Background: an optimization exercise with open tools, aiming at small area, a short achievable clock period and few clock cycles. Do not read the settings as production practice.
Where RTL was checked, it was by simulation tests only, not by an equivalence proof against the original.
Power is estimated from default activity; no workload was simulated.

Setup of run A:
// datapath
module datapath(Clk,Rst,imem_addr,imem_rdata,dmem_addr,dmem_wdata,dmem_we,dmem_re,dmem_rdata);
==> flow/config.mk <==
export PLATFORM = sky130hd
export DESIGN_NAME = datapath
export DESIGN_NICKNAME = datapath
export VERILOG_FILES = /design/flow/design.v
export SDC_FILE = /design/flow/constraint.sdc
export NUM_CORES = 8
export LEC_CHECK = 0
export CAP_MARGIN = 5
export CORE_MARGIN = 2
export CORE_UTILIZATION = 40
export CTS_BUF_LIST = sky130_fd_sc_hd__clkbuf_8
export CTS_CLUSTER_DIAMETER = 50
export CTS_CLUSTER_SIZE = 16
export SLEW_MARGIN = 5
==> flow/constraint.sdc <==
create_clock -name core_clock -period 35.0 [get_ports {Clk}]
set_input_delay 7.0000 -clock core_clock [delete_from_list [all_inputs] [get_ports {Clk}]]
set_output_delay 7.0000 -clock core_clock [all_outputs]
set_load 0.01 [all_outputs]
standard.sh (not shown) runs the stock make flow with config.mk's settings and CLKGATE_MAP_FILE= SYNTH_SCRIPT=/design/flow/synth_recipe.tcl, a recipe that flattens the netlist after the stock synthesis.
==> flow/flow/run.sh <==
#!/bin/bash
# Standard ORFS layout, with repair_timing asked to leave a setup margin so
# that the resizer works on the paths that set the achieved period, and the
# port buffers made with a plain buffer cell.
set -euo pipefail
bash standard.sh SETUP_SLACK_MARGIN=27.0 'BUFFER_PORTS_ARGS=-buffer_cell sky130_fd_sc_hd__buf_2' finish > make_finish.log 2>&1
Testbench counts of run A, summed over its fixed seeds: cycles 194,651.
Edits applied to the flow inputs when going from run A to run B:
# run A
export LEC_CHECK = 0
export CAP_MARGIN = 5
export CORE_MARGIN = 2
export CORE_UTILIZATION = 40
export CTS_BUF_LIST = sky130_fd_sc_hd__clkbuf_8
export CTS_CLUSTER_DIAMETER = 50
export CTS_CLUSTER_SIZE = 16
export SLEW_MARGIN = 5
create_clock -name core_clock -period 35.0 [get_ports {Clk}]
# run B
export LEC_CHECK = 0
export CAP_MARGIN = 5
export CORE_MARGIN = 2
export CORE_UTILIZATION = 50
export CTS_BUF_LIST = sky130_fd_sc_hd__clkbuf_8
export CTS_CLUSTER_DIAMETER = 50
export CTS_CLUSTER_SIZE = 16
export SLEW_MARGIN = 5
create_clock -name core_clock -period 35.0 [get_ports {Clk}]
-- flow/flow/run.sh --
<<< run A, line 6
bash standard.sh SETUP_SLACK_MARGIN=27.0 'BUFFER_PORTS_ARGS=-buffer_cell sky130_fd_sc_hd__buf_2' finish > make_finish.log 2>&1
>>> run B, line 6
bash standard.sh SETUP_SLACK_MARGIN=26.5 'BUFFER_PORTS_ARGS=-buffer_cell sky130_fd_sc_hd__buf_2' finish > make_finish.log 2>&1
Findings:
- Run B: complete, dirty (max-capacitance violations, max-slew violations)
- Run B vs run A — number of global-route vias before repair dropped about 2.5%.
- Run B against run A; number of filler instances in the final layout is down by more than a quarter.
- Summary: with run A as the reference, global-route wire length before repair in run B moved down slightly.
Setup changes, run B to run C
# run B
export LEC_CHECK = 0
export CAP_MARGIN = 5
export CORE_MARGIN = 2
export CORE_UTILIZATION = 50
export CTS_BUF_LIST = sky130_fd_sc_hd__clkbuf_8
export CTS_CLUSTER_DIAMETER = 50
export CTS_CLUSTER_SIZE = 16
export SLEW_MARGIN = 5
create_clock -name core_clock -period 35.0 [get_ports {Clk}]
# run C
export LEC_CHECK = 0
export CAP_MARGIN = 5
export CORE_MARGIN = 2
export CORE_UTILIZATION = 40
export CTS_BUF_LIST = sky130_fd_sc_hd__clkbuf_8
export CTS_CLUSTER_DIAMETER = 50
export CTS_CLUSTER_SIZE = 16
export SLEW_MARGIN = 5
create_clock -name core_clock -period 35.0 [get_ports {Clk}]
-- flow/flow/run.sh --
<<< run B, line 6
bash standard.sh SETUP_SLACK_MARGIN=26.5 'BUFFER_PORTS_ARGS=-buffer_cell sky130_fd_sc_hd__buf_2' finish > make_finish.log 2>&1
>>> run C, line 6
bash standard.sh SETUP_SLACK_MARGIN=27.0 MATCH_CELL_FOOTPRINT=0 'BUFFER_PORTS_ARGS=-buffer_cell sky130_fd_sc_hd__buf_2' finish > make_finish.log 2>&1
## What came out
Apart from run B, each of run B and run C ends the flow with a layout that passes the timing, design-rule and antenna checks. Run B finished all stages; layout check result: FAIL, due to max-capacitance violations, max-slew violations. Run C reports a lower final core utilization than run B does. The higher relative max-transition margin came out of run C. Clock share of power was higher in run B than in run C. Compared with run B, in run C global-route wire length before repair grew by about 2.7%; via count grew by 0.42%. Going from run B to run C, post-route total power grew slightly. Origin of the worst setup path: m_res[4] -> run B, m_res[14] -> run C.
For run D, these inputs were changed with respect to run C:
# run C
export LEC_CHECK = 0
export CAP_MARGIN = 5
export CORE_MARGIN = 2
export CORE_UTILIZATION = 40
export CTS_BUF_LIST = sky130_fd_sc_hd__clkbuf_8
export CTS_CLUSTER_DIAMETER = 50
export CTS_CLUSTER_SIZE = 16
export SLEW_MARGIN = 5
create_clock -name core_clock -period 35.0 [get_ports {Clk}]
# run D
export LEC_CHECK = 0
export CAP_MARGIN = 20
export CORE_MARGIN = 2
export CORE_UTILIZATION = 40
export SETUP_SLACK_MARGIN = 3
export SLEW_MARGIN = 20
create_clock -name core_clock -period 35.0 [get_ports {Clk}]
-- flow/flow/run.sh --
<<< run C, line 6
bash standard.sh SETUP_SLACK_MARGIN=27.0 MATCH_CELL_FOOTPRINT=0 'BUFFER_PORTS_ARGS=-buffer_cell sky130_fd_sc_hd__buf_2' finish > make_finish.log 2>&1
>>> run D, line 6
bash standard.sh SETUP_SLACK_MARGIN=26.5 'BUFFER_PORTS_ARGS=-buffer_cell sky130_fd_sc_hd__buf_2' finish > make_finish.log 2>&1
Notes after the runs:
Run D: full flow OK, the timing, design-rule and antenna checks passed. Compared to run C, run D shows a wider setup margin. Cell area on run D is ahead of run C. Diff run C and run D: number of buffers inserted to repair setup after CTS lower in run D. Compare run C and run D | combinational share of power higher: run C. Count of cell instances traversed by the critical path, run C and run D, lower one = run D. Between run D and run C, the smallest hold slack figures differ only marginally.

== v6 ==
Another version of the RTL of datapath (not shown whole).
Size in the first run: ~5000 cells after synthesis, roughly 160 I/O pins, roughly 0.068 sq mm of cells after synthesis.
==> flow/design.v (excerpt) <==
module datapath(Clk,Rst,imem_addr,imem_rdata,dmem_addr,dmem_wdata,dmem_we,dmem_re,dmem_rdata);
export LEC_CHECK = 0
export CAP_MARGIN = 20
export CORE_MARGIN = 2
export CORE_UTILIZATION = 40
export SETUP_SLACK_MARGIN = 3
export SLEW_MARGIN = 20
create_clock -name core_clock -period 35.0 [get_ports {Clk}]
run.sh (not shown) runs the stock make flow with config.mk's settings and CLKGATE_MAP_FILE= SYNTH_SCRIPT=/design/flow/synth_recipe.tcl, a recipe that flattens the netlist after the stock synthesis.
Stock flow here: none of the scripts above is used.
v6: done, clean on timing, DRC and antenna
Testbench counts of v6, summed over its fixed seeds: cycles 213,222.
### v6 -> v7
==> flow/flow/run.sh (new file) <==
#!/bin/bash
# Standard ORFS layout, with repair_timing asked to leave a setup margin so
# that the resizer works on the paths that set the achieved period.
set -euo pipefail
bash standard.sh SETUP_SLACK_MARGIN=26 finish > make_finish.log 2>&1
==> flow/standard.sh (new file) <==
#!/bin/bash
# synth_recipe.tcl (not shown) runs the flow's synth.tcl, then flattens the netlist and writes it again
# the make line also repeats each setting of config.mk as NAME=value (left out here)
make -C /OpenROAD-flow-scripts/flow DESIGN_CONFIG=/design/flow/config.mk WORK_HOME=/design/flow/orfs CLKGATE_MAP_FILE= SYNTH_SCRIPT=/design/flow/synth_recipe.tcl "${@:-finish}"
removed: flow/run.sh
Results
Fmax: v7 higher than v6. Any difference in number of clock-tree buffers in the layout between v6 and v7 is small enough to ignore. v6 → v7: final core utilization increased 0.96 points; total power increased 1.3%; period utilization decreased 7.2 points. Taking v6 as the reference point, the arrival time at the worst endpoint of v7 falls by 10.03 ns.

juniper:
datapath, a different RTL version from the one above (not shown whole).
Size in the first run: roughly 5300 cells after synthesis, ~160 I/O pins.
Settings: LEC_CHECK=0, CAP_MARGIN=20, CORE_MARGIN=2, CORE_UTILIZATION=40, SETUP_SLACK_MARGIN=3, SLEW_MARGIN=20; clock period 35.0 ns.
standard.sh (not shown) runs the stock make flow with config.mk's settings and CLKGATE_MAP_FILE= SYNTH_SCRIPT=/design/flow/synth_recipe.tcl, a recipe that flattens the netlist after the stock synthesis.
==> flow/flow/run.sh <==
#!/bin/bash
# Standard ORFS layout, with repair_timing asked to leave a setup margin so
# that the resizer works on the paths that set the achieved period, and the
# port buffers made with a plain buffer cell.
set -euo pipefail
bash standard.sh SETUP_SLACK_MARGIN=27.5 'BUFFER_PORTS_ARGS=-buffer_cell sky130_fd_sc_hd__buf_2' finish > make_finish.log 2>&1
juniper finished every stage and its layout cleared the timing, design-rule and antenna checks.
Testbench counts of juniper, summed over its fixed seeds: cycles 194,651.
[inputs] violet vs juniper
--- a/flow/flow/run.sh
+++ b/flow/flow/run.sh
@@ -6 +6 @@
-bash standard.sh SETUP_SLACK_MARGIN=27.5 'BUFFER_PORTS_ARGS=-buffer_cell sky130_fd_sc_hd__buf_2' finish > make_finish.log 2>&1
+bash standard.sh SETUP_SLACK_MARGIN=26.5 'BUFFER_PORTS_ARGS=-buffer_cell sky130_fd_sc_hd__buf_2' finish > make_finish.log 2>&1
Notes after the runs:
violet vs juniper, sum of buffers and inverters on the critical path went up by 8. Diff juniper -> violet: final critical-path share of the clock period went down by 0.18 points, clock buffer count from CTS has decreased. violet gives more final-layout clock buffer total than juniper did. | via count | juniper vs violet | ≈ equal |. Filler cell count in violet vs juniper: down 58. On count of multi-input gates, juniper and violet are neck and neck. Measured against each other, juniper and violet differ in utilization, the higher figure coming from juniper. Against juniper, total detailed-routing wirelength in violet rose slightly. Comparing juniper and violet, the lower total number of cells along the worst setup path was measured on juniper.

datapath, a different RTL version from the one above (not shown whole).
Size: ~5300 cells after synthesis, ~160 I/O pins, roughly 61000 um2 of cells after synthesis.
==> flow/config.mk <==
export PLATFORM = sky130hd
export DESIGN_NAME = datapath
export DESIGN_NICKNAME = datapath
export VERILOG_FILES = /design/flow/design.v
export SDC_FILE = /design/flow/constraint.sdc
export NUM_CORES = 8
export LEC_CHECK = 0
export CAP_MARGIN = 20
export CORE_MARGIN = 2
export CORE_UTILIZATION = 40
export SETUP_SLACK_MARGIN = 3
export SLEW_MARGIN = 20
==> flow/constraint.sdc <==
create_clock -name core_clock -period 35.0 [get_ports {Clk}]
set_input_delay 7.0000 -clock core_clock [delete_from_list [all_inputs] [get_ports {Clk}]]
set_output_delay 7.0000 -clock core_clock [all_outputs]
set_load 0.01 [all_outputs]
==> flow/flow/run.sh <==
#!/bin/bash
# Standard ORFS layout, with repair_timing asked to leave a setup margin so
# that the resizer works on the paths that set the achieved period, and the
# port buffers made with a plain buffer cell.
set -euo pipefail
bash standard.sh SETUP_SLACK_MARGIN=26.5 'BUFFER_PORTS_ARGS=-buffer_cell sky130_fd_sc_hd__buf_2' finish > make_finish.log 2>&1
==> next run, changes <==
==> flow/flow/run.sh (replaced) <==
#!/bin/bash
# Standard ORFS layout, with repair_timing asked to leave a setup margin so
# that the resizer works on the paths that set the achieved period.
set -euo pipefail
bash standard.sh SETUP_SLACK_MARGIN=26.5 finish > make_finish.log 2>&1
- CORE_UTILIZATION: 40 -> 55
- SETUP_SLACK_MARGIN: 3 -> unset
Cell count came out lower by 6.7%.
Power increases by 0.79%.
Design area barely changes.
Routed wire length decreases by 3.0%.
Register-to-register slack stays flat.
Worst setup slack gains 0.014 ns.
Synthesized area is unchanged.
==> next run, changes <==
- CORE_UTILIZATION: 55 -> 40
- SETUP_SLACK_MARGIN: unset -> 3
Register-to-register slack stays flat. Via count stays flat. Power went down by about 0.45%.
No run of this note included a check of the RTL's function; only the layout flow was run.

datapath with an RTL version that a note above also has.
Size in the first run: about 5,600 cells after synthesis, about 1,200 flip-flops, ~160 I/O pins, about 64,000 sq um of cells after synthesis.
## datapath
module datapath(Clk,Rst,imem_addr,imem_rdata,dmem_addr,dmem_wdata,dmem_we,dmem_re,dmem_rdata);
export LEC_CHECK = 0
export CAP_MARGIN = 5
export CORE_MARGIN = 2
export CORE_UTILIZATION = 40
export CTS_BUF_LIST = sky130_fd_sc_hd__clkbuf_8
export CTS_CLUSTER_DIAMETER = 50
export CTS_CLUSTER_SIZE = 16
export SLEW_MARGIN = 5
create_clock -name core_clock -period 35.0 [get_ports {Clk}]
==> flow/flow/run.sh <==
#!/bin/bash
# Standard ORFS layout, with repair_timing asked to leave a setup margin so
# that the resizer works on the paths that set the achieved period, and the
# port buffers made with a plain buffer cell.
set -euo pipefail
bash standard.sh SETUP_SLACK_MARGIN=26.5 MATCH_CELL_FOOTPRINT=0 'BUFFER_PORTS_ARGS=-buffer_cell sky130_fd_sc_hd__buf_2' finish > make_finish.log 2>&1
Testbench counts at the start, summed over its fixed seeds: cycles 194,651.
Rerun with:
==> flow/flow/run.sh (replaced) <==
#!/bin/bash
# Standard ORFS layout, with repair_timing asked to leave a setup margin so
# that the resizer works on the paths that set the achieved period, and the
# port buffers made with a plain buffer cell.
set -euo pipefail
bash standard.sh SETUP_SLACK_MARGIN=26.5 'BUFFER_PORTS_ARGS=-buffer_cell sky130_fd_sc_hd__buf_2' finish > make_finish.log 2>&1
=>
- register-to-register slack is better by 0.096 ns
- design area hardly moves
- sequential cell count does not change
- utilization is about the same
- sequential share of layout area hardly moves
- routed wire length rose by 0.36%
- sequential power stays flat
- power went down by 0.91%
- hold slack gets better by 0.0038 ns

-- re-timing with driven ports --
The results above use ideal ports. As a check the final layouts listed here were re-extracted and re-timed, cells and wires unchanged. Step 1, drivers: a clkbuf_16 drives Clk and a buf_2 each remaining input, both assumed. Step 2, shift: input delay + t, output delay - t, t = (earliest + latest rising clock arrival at the registers) / 2. This alone moves slack from input paths to output paths. a / b / c = ideal / step 1 / step 2; a / b = the first two.
run	t, ns	setup slack, ns	worst setup path after step 2	worst data-port slew with drivers (ns)
run A	0.957	26.448 / 26.367 / 25.694	input to register	0.28
run B	0.967	26.443 / 26.373 / 25.598	input to register	0.07
run C	0.996	26.456 / 26.377 / 25.720	input to register	0.24
run D	0.846	26.471 / 26.389 / 25.714	input to register	0.28
v6	0.830	23.500 / 23.500 / 23.500	register to register	0.07
v7	0.836	26.006 / 25.914 / 25.398	input to register	0.07
juniper	0.851	26.201 / 26.240 / 25.389	input to register	0.21
violet	0.857	26.265 / 26.265 / 25.514	input to register	0.08
the first run of note 4	0.847	26.465 / 26.414 / 25.602	input to register	0.14
the second run of note 4	0.823	26.479 / 26.399 / 25.693	input to register	0.16
the third run of note 4	0.834	26.370 / 26.424 / 25.596	input to register	0.09
the first run of note 5	0.985	26.504 / 26.427 / 25.637	input to register	0.26
the second run of note 5	0.971	26.492 / 26.415 / 25.660	input to register	0.29
The setup slack of the first run of note 5, which loses most, moves by -0.077 ns with the drivers and by -0.867 ns with both steps.
